Context: an optimization exercise on an open-source flow, tuned for small area and a short achievable clock period. The choices shown serve that exercise and are no tape-out recipe. Where RTL was checked, it was by simulation tests only, not by an equivalence proof against the original. No activity file was given, so power comes from the tool's default toggle rates.

== pepper ==
// addmachine
module addmachine
    ( input wire clock
    , input wire reset
    , input wire prog_we
    , input wire[4:0] prog_addr
    , input wire[7:0] prog_data
    , output wire[7:0] res
    );
==> module addmachine, before the edit <==
module addmachine
    ( input wire clock
    , input wire reset
    , input wire prog_we
    , input wire[4:0] prog_addr
    , input wire[7:0] prog_data
    , output wire[7:0] res
    );
reg [7:0] acc;
reg [7:0] ex;
reg [7:0] opr;
reg       opf;
reg [7:0] fi;
reg       nfi, nacc, nm0;
reg [4:0] fad;
wire is_loadi = ex[7:4] == 4'b0001;
wire is_addi  = ex[7:4] == 4'b0010;
wire is_load  = ex[7:5] == 3'b101;
wire is_store = ex[7:5] == 3'b110;
wire rd_mem   = ex[7:6] == 2'b10;            
wire keep_acc = ~(is_loadi | is_load);       
wire [7:0] wdata = reset ? prog_data : acc;
wire [4:0] waddr = reset ? prog_addr : ex[4:0];
wire       wen   = reset ? prog_we : is_store;
wire [31:0] we, hold;
dec5c dw (.a(waddr), .en(wen), .y(we), .yn(hold));
wire [7:0] nx    = ({8{nfi}} & fi) | ({8{nacc}} & acc) | ({8{nm0}} & mem[0]);
wire [4:0] oaddr = nx[4:0];
wire       fwd_o = is_store && ex[4:0] == oaddr;
wire       fwd_f = is_store && ex[4:0] == fad;
wire [31:0] sel_op, sel_f;
dec5 dop (.a(oaddr), .y(sel_op));
dec5 df  (.a(fad), .y(sel_f));
reg [7:0] mem [0:31];
wire [7:0] opr_nxt, fi_nxt;
genvar i, j;
generate
    for (i = 0; i < 32; i = i + 1) begin : m
        wire [7:0] nxt;
        for (j = 0; j < 8; j = j + 1) begin : b
            wbit w (.q(mem[i][j]), .d(wdata[j]), .we(we[i]), .hold(hold[i]), .y(nxt[j]));
        end
        always @(posedge clock)
            mem[i] <= nxt;
    end
    for (j = 0; j < 8; j = j + 1) begin : r
        wire [10:0] to, tf;
        for (i = 0; i < 10; i = i + 1) begin : g
            ao3n uo (.a0(mem[3*i][j]), .s0(sel_op[3*i]), .a1(mem[3*i+1][j]), .s1(sel_op[3*i+1]),
                     .a2(mem[3*i+2][j]), .s2(sel_op[3*i+2]), .yn(to[i]));
            ao3n uf (.a0(mem[3*i][j]), .s0(sel_f[3*i]), .a1(mem[3*i+1][j]), .s1(sel_f[3*i+1]),
                     .a2(mem[3*i+2][j]), .s2(sel_f[3*i+2]), .yn(tf[i]));
        end
        assign to[10] = ~((mem[30][j] & sel_op[30]) | (mem[31][j] & sel_op[31]));
        assign tf[10] = ~((mem[30][j] & sel_f[30]) | (mem[31][j] & sel_f[31]));
        or11n co (.tn(to), .y(opr_nxt[j]));
        or11n cf (.tn(tf), .y(fi_nxt[j]));
    end
endgenerate
wire [7:0] imm = (is_loadi | is_addi) ? {4'b0000, ex[3:0]} : 8'd0;
wire [7:0] opv = rd_mem ? (opf ? acc : opr) : 8'd0;
wire [7:0] sum = (keep_acc ? acc : 8'd0) + (opv | imm);
always @(posedge clock) begin
    opr <= opr_nxt;
    opf <= fwd_o;
    fi  <= fi_nxt;
    if (reset) begin
        ex   <= 8'd0;
        acc  <= 8'd0;
        nfi  <= 1'b0;
        nacc <= 1'b0;
        nm0  <= 1'b1;
        fad  <= 5'd1;
    end else begin
        ex   <= nx;
        acc  <= sum;
        nacc <= (nx[7:5] == 3'b110 && nx[4:0] == fad) || fwd_f;
        nfi  <= !((nx[7:5] == 3'b110 && nx[4:0] == fad) || fwd_f);
        nm0  <= 1'b0;
        fad  <= nx[7:5] == 3'b111 ? nx[4:0] : fad + 5'd1;
    end
end
assign res = reset ? 8'd0 : acc;
endmodule
export LEC_CHECK = 0
export ABC_CLOCK_PERIOD_IN_PS = 2800
export CAP_MARGIN = 20
export CELL_PAD_IN_SITES_DETAIL_PLACEMENT = 1
export CELL_PAD_IN_SITES_GLOBAL_PLACEMENT = 2
export CORE_MARGIN = 2
export CORE_UTILIZATION = 45
export PLACE_DENSITY = 0.65
export SETUP_SLACK_MARGIN = 3.2
export SLEW_MARGIN = 20
export SYNTH_HIERARCHICAL = 1
export SYNTH_MINIMUM_KEEP_SIZE = 0
export TNS_END_PERCENT = 5
create_clock -name core_clock -period 6.0 [get_ports {clock}]
standard.sh (not shown) runs the stock make flow with config.mk's settings and CLKGATE_MAP_FILE= SYNTH_SCRIPT=/design/flow/synth_recipe.tcl, a recipe that flattens the netlist after the stock synthesis.
==> flow/flow/run.sh <==
#!/bin/bash
# The standard layout, with two changes: the ports get plain buf_2 buffers
# (which timing repair may resize), and clock tree synthesis adds no dummy
# loads and clusters more flip-flops per leaf buffer.
set -euo pipefail
export BUFFER_PORTS_ARGS="-buffer_cell sky130_fd_sc_hd__buf_2"
export CTS_ARGS="-sink_clustering_enable -repair_clock_nets -buf_list {sky130_fd_sc_hd__clkbuf_4 sky130_fd_sc_hd__clkbuf_8} -sink_clustering_size 14 -sink_clustering_max_diameter 60 -dont_use_dummy_load"
bash standard.sh > standard.log 2>&1
diff inputs: pepper => lagoon
--- a/flow/design.v
+++ b/flow/design.v
@@ -79,6 +79,9 @@
     );
 assign y = ~&tn;
 endmodule
+module resgate (input wire a, input wire r, input wire b, output wire y);
+assign y = a & ~r & ~b;
+endmodule
 module addmachine
     ( input wire clock
     , input wire reset
@@ -92,12 +95,12 @@
 reg [7:0] opr;
 reg       opf;
 reg [7:0] fi;
-reg       nfi, nacc, nm0;
+reg       nfi, nacc, bub;
 reg [4:0] fad;
 wire is_loadi = ex[7:4] == 4'b0001;
 wire is_addi  = ex[7:4] == 4'b0010;
 wire is_load  = ex[7:5] == 3'b101;
-wire is_store = ex[7:5] == 3'b110;
+wire is_store = ex[7:5] == 3'b110 && !bub;
 wire rd_mem   = ex[7:6] == 2'b10;            
 wire keep_acc = ~(is_loadi | is_load);       
 wire [7:0] wdata = reset ? prog_data : acc;
@@ -105,7 +108,7 @@
 wire       wen   = reset ? prog_we : is_store;
 wire [31:0] we, hold;
 dec5c dw (.a(waddr), .en(wen), .y(we), .yn(hold));
-wire [7:0] nx    = ({8{nfi}} & fi) | ({8{nacc}} & acc) | ({8{nm0}} & mem[0]);
+wire [7:0] nx    = ({8{nfi}} & fi) | ({8{nacc}} & acc) | ({8{bub}} & mem[0]);
 wire [4:0] oaddr = nx[4:0];
 wire       fwd_o = is_store && ex[4:0] == oaddr;
 wire       fwd_f = is_store && ex[4:0] == fad;
@@ -145,21 +148,23 @@
     opr <= opr_nxt;
     opf <= fwd_o;
     fi  <= fi_nxt;
+    ex  <= nx;
+    acc <= bub ? 8'd0 : sum;
+    bub <= reset;
     if (reset) begin
-        ex   <= 8'd0;
-        acc  <= 8'd0;
         nfi  <= 1'b0;
         nacc <= 1'b0;
-        nm0  <= 1'b1;
         fad  <= 5'd1;
     end else begin
-        ex   <= nx;
-        acc  <= sum;
         nacc <= (nx[7:5] == 3'b110 && nx[4:0] == fad) || fwd_f;
         nfi  <= !((nx[7:5] == 3'b110 && nx[4:0] == fad) || fwd_f);
-        nm0  <= 1'b0;
         fad  <= nx[7:5] == 3'b111 ? nx[4:0] : fad + 5'd1;
     end
 end
-assign res = reset ? 8'd0 : acc;
+genvar q;
+generate
+    for (q = 0; q < 8; q = q + 1) begin : o
+        resgate g (.a(acc[q]), .r(reset), .b(bub), .y(res[q]));
+    end
+endgenerate
 endmodule
Total global routing track utilization: lagoon < pepper
Per the comparison of lagoon with pepper, post-layout instance count excluding filler cells now larger; async set-or-reset flop fraction in the synthesized netlist barely changed.
There was hardly any difference in adder-cell share of the synthesized area between lagoon and pepper.
The biggest fanout along the worst timing path of lagoon is higher than that of pepper.
Relative to pepper, the number of standard cells after synthesis measured on lagoon has decreased slightly.
Cmp lagoon vs pepper: die outline area higher in lagoon
Mean number of vias per cell for lagoon: about 3% down relative to pepper
Total placed cells including tap cells grows slightly when moving from pepper to lagoon.
Of lagoon and pepper, it is lagoon that has the higher combinational power.
Any difference in worst vdd rail ir drop between pepper and lagoon is small enough to ignore.
Reported for lagoon and pepper, pin count of the biggest net entering global routing turned out identical to the last digit.
As of lagoon, achievable frequency had risen slightly compared to pepper.
Function not checked in lagoon: the RTL went through the layout flow alone.

---

Another version of the RTL of addmachine (not shown whole).
Size: roughly 300 flip-flops, roughly 24 I/O pins, roughly 12000 um^2 of cells after synthesis.
==> module predec2, before the edit <==
module predec2
    ( input wire[1:0] a
    , input wire en
    , output reg[3:0] p
    , output reg[3:0] pn
    );
integer k;
always @(*)
    for (k = 0; k < 4; k = k + 1) begin
        p[k]  = en && a == k;
        pn[k] = !(en && a == k);
    end
endmodule
==> module predec3, before the edit <==
module predec3
    ( input wire[2:0] a
    , output reg[7:0] p
    , output reg[7:0] pn
    );
integer k;
always @(*)
    for (k = 0; k < 8; k = k + 1) begin
        p[k]  = a == k;
        pn[k] = a != k;
    end
endmodule
==> module dec5, before the edit <==
module dec5
    ( input wire[4:0] a
    , output reg[31:0] y
    );
integer k;
always @(*)
    for (k = 0; k < 32; k = k + 1)
        y[k] = a == k;
endmodule
==> module dec5e, before the edit <==
module dec5e
    ( input wire[4:0] a
    , input wire en
    , output reg[31:0] y
    );
integer k;
always @(*)
    for (k = 0; k < 32; k = k + 1)
        y[k] = en && a == k;
endmodule
==> module dec5c, before the edit <==
module dec5c
    ( input wire[4:0] a
    , input wire en
    , output wire[31:0] y
    , output wire[31:0] yn
    );
wire [3:0] lo, lon;
wire [7:0] hi, hin;
predec2 pl (.a(a[1:0]), .en(en), .p(lo), .pn(lon));
predec3 ph (.a(a[4:2]), .p(hi), .pn(hin));
genvar k;
generate
    for (k = 0; k < 32; k = k + 1) begin : g
        nor2m  u (.a(lon[k % 4]), .b(hin[k / 4]), .y(y[k]));
        nand2m v (.a(lo[k % 4]), .b(hi[k / 4]), .y(yn[k]));
    end
endgenerate
endmodule
==> module addmachine, before the edit <==
module addmachine
    ( input wire clock
    , input wire reset
    , input wire prog_we
    , input wire[4:0] prog_addr
    , input wire[7:0] prog_data
    , output wire[7:0] res
    );
reg [7:0] acc;
reg [7:0] ex;
reg [7:0] opr;
reg       opf;
reg [7:0] fi;
reg       fwd;
reg [4:0] fad;
wire is_loadi = ex[7:4] == 4'b0001;
wire is_addi  = ex[7:4] == 4'b0010;
wire is_load  = ex[7:5] == 3'b101;
wire is_store = ex[7:5] == 3'b110;
wire rd_mem   = ex[7:6] == 2'b10;            
wire keep_acc = ~(is_loadi | is_load);       
wire [7:0] wdata = reset ? prog_data : acc;
wire [4:0] waddr = reset ? prog_addr : ex[4:0];
wire       wen   = reset ? prog_we : is_store;
wire [31:0] we, hold;
dec5c dw (.a(waddr), .en(wen), .y(we), .yn(hold));
wire [7:0] nx    = fwd ? acc : fi;
wire [4:0] oaddr = nx[4:0];
wire       fwd_o = is_store && ex[4:0] == oaddr;
wire       fwd_f = is_store && ex[4:0] == fad;
wire [31:0] sel_op, sel_f;
dec5  dop (.a(oaddr), .y(sel_op));
dec5e df  (.a(fad), .en(!reset), .y(sel_f));
reg [7:0] mem [0:31];
wire [7:0] mem0_nxt;
wire [7:0] opr_nxt, fi_nxt;
genvar i, j;
generate
    for (i = 0; i < 32; i = i + 1) begin : m
        wire [7:0] nxt;
        for (j = 0; j < 8; j = j + 1) begin : b
            wbit w (.q(mem[i][j]), .d(wdata[j]), .we(we[i]), .hold(hold[i]), .y(nxt[j]));
        end
        always @(posedge clock)
            mem[i] <= nxt;
    end
    for (j = 0; j < 8; j = j + 1) begin : r
        wire [10:0] to, tf;
        for (i = 0; i < 10; i = i + 1) begin : g
            ao3n uo (.a0(mem[3*i][j]), .s0(sel_op[3*i]), .a1(mem[3*i+1][j]), .s1(sel_op[3*i+1]),
                     .a2(mem[3*i+2][j]), .s2(sel_op[3*i+2]), .yn(to[i]));
            ao3n uf (.a0(mem[3*i][j]), .s0(sel_f[3*i]), .a1(mem[3*i+1][j]), .s1(sel_f[3*i+1]),
                     .a2(mem[3*i+2][j]), .s2(sel_f[3*i+2]), .yn(tf[i]));
        end
        assign to[10] = ~((mem[30][j] & sel_op[30]) | (mem[31][j] & sel_op[31]));
        assign tf[10] = ~((mem[30][j] & sel_f[30]) | (mem[31][j] & sel_f[31])
                          | (reset & mem0_nxt[j]));
        or11n co (.tn(to), .y(opr_nxt[j]));
        or11n cf (.tn(tf), .y(fi_nxt[j]));
    end
endgenerate
assign mem0_nxt = m[0].nxt;
wire [7:0] imm = (is_loadi | is_addi) ? {4'b0000, ex[3:0]} : 8'd0;
wire [7:0] opv = rd_mem ? (opf ? acc : opr) : 8'd0;
wire [7:0] sum = (keep_acc ? acc : 8'd0) + (opv | imm);
always @(posedge clock) begin
    opr <= opr_nxt;
    opf <= fwd_o;
    fi  <= fi_nxt;
    if (reset) begin
        ex  <= 8'd0;
        acc <= 8'd0;
        fwd <= 1'b0;
        fad <= 5'd1;
    end else begin
        ex  <= nx;
        acc <= sum;
        fwd <= (nx[7:5] == 3'b110 && nx[4:0] == fad) || fwd_f;
        fad <= nx[7:5] == 3'b111 ? nx[4:0] : fad + 5'd1;
    end
end
assign res = reset ? 8'd0 : acc;
endmodule
clock: 6.0 ns
lec_check: 0
abc_clock_period_in_ps: 2800
cap_margin: 20
cell_pad_in_sites_detail_placement: 1
cell_pad_in_sites_global_placement: 2
core_margin: 2
core_utilization: 30
place_density: 0.5
setup_slack_margin: 3.2
slew_margin: 20
synth_hierarchical: 1
synth_minimum_keep_size: 0
tns_end_percent: 5
Scripts as last shown in full above: flow/flow/run.sh
Edit:
--- a/flow/design.v
+++ b/flow/design.v
@@ -15,29 +15,17 @@
     );
 assign y = (we & d) | (hold & q);
 endmodule
-module predec2
-    ( input wire[1:0] a
+module predec #(parameter W = 2)
+    ( input wire[W-1:0] a
     , input wire en
-    , output reg[3:0] p
-    , output reg[3:0] pn
+    , output reg[(1<<W)-1:0] p
+    , output reg[(1<<W)-1:0] pn
     );
 integer k;
 always @(*)
-    for (k = 0; k < 4; k = k + 1) begin
+    for (k = 0; k < (1 << W); k = k + 1) begin
         p[k]  = en && a == k;
         pn[k] = !(en && a == k);
-    end
-endmodule
-module predec3
-    ( input wire[2:0] a
-    , output reg[7:0] p
-    , output reg[7:0] pn
-    );
-integer k;
-always @(*)
-    for (k = 0; k < 8; k = k + 1) begin
-        p[k]  = a == k;
-        pn[k] = a != k;
     end
 endmodule
 module nor2m (input wire a, input wire b, output wire y);
@@ -47,15 +35,6 @@
 assign y = ~(a & b);
 endmodule
 module dec5
-    ( input wire[4:0] a
-    , output reg[31:0] y
-    );
-integer k;
-always @(*)
-    for (k = 0; k < 32; k = k + 1)
-        y[k] = a == k;
-endmodule
-module dec5e
     ( input wire[4:0] a
     , input wire en
     , output reg[31:0] y
@@ -73,8 +52,8 @@
     );
 wire [3:0] lo, lon;
 wire [7:0] hi, hin;
-predec2 pl (.a(a[1:0]), .en(en), .p(lo), .pn(lon));
-predec3 ph (.a(a[4:2]), .p(hi), .pn(hin));
+predec #(.W(2)) pl (.a(a[1:0]), .en(en), .p(lo), .pn(lon));
+predec #(.W(3)) ph (.a(a[4:2]), .en(1'b1), .p(hi), .pn(hin));
 genvar k;
 generate
     for (k = 0; k < 32; k = k + 1) begin : g
@@ -120,8 +99,8 @@
 wire       fwd_o = is_store && ex[4:0] == oaddr;
 wire       fwd_f = is_store && ex[4:0] == fad;
 wire [31:0] sel_op, sel_f;
-dec5  dop (.a(oaddr), .y(sel_op));
-dec5e df  (.a(fad), .en(!reset), .y(sel_f));
+dec5 dop (.a(oaddr), .en(1'b1), .y(sel_op));
+dec5 df  (.a(fad), .en(!reset), .y(sel_f));
 reg [7:0] mem [0:31];
 wire [7:0] mem0_nxt;
 wire [7:0] opr_nxt, fi_nxt;
Result: Non-clock buffer count goes down by 3. Final cell count grows slightly. Hold slack barely changes. Sequential cell count does not change. Clock-buffer cell count goes down by 1.
Only the layout flow was run in the second run of this note; the RTL was not checked for function there.

## port drivers added, routing unchanged
How much do the figures lean on ideal ports? The routed layouts below were timed once more, with nothing changed but the port constraints.
Step 1 (the two cells are an assumption about what drives the block):
set clk [get_ports {clock}]
set_driving_cell -lib_cell sky130_fd_sc_hd__clkbuf_16 $clk
set_driving_cell -lib_cell sky130_fd_sc_hd__buf_2 [delete_from_list [all_inputs] $clk]
Step 2 times the ports against the registers' clock, not the clock port: input delays grow and output delays shrink by t, the midpoint of the rising clock arrivals with the driver on.
a / b / c = no drivers / after step 1 / after step 2; a / b = the first two.
| run | t (ns) | slack for setup (ns) | worst setup path at the end | clock arrival spread, ns | worst slew at a driven data input, ns |
|---|---|---|---|---|---|
| pepper | 0.646 | 2.997 / 2.985 / 2.399 | input to register | 0.052 / 0.052 | 0.09 |
| lagoon | 0.640 | 3.035 / 3.035 / 2.660 | input to register | 0.048 / 0.048 | 0.07 |
| the first run of note 2 | 0.647 | 3.032 / 2.912 / 2.265 | input to register | 0.047 / 0.048 | 0.19 |
| the second run of note 2 | 0.638 | 2.936 / 2.863 / 2.225 | input to register | 0.080 / 0.080 | 0.20 |
After both steps setup and hold are still met in every run listed. The setup slack of the first run of note 2, which loses most, moves by -0.120 ns with the drivers and by -0.767 ns with both steps.
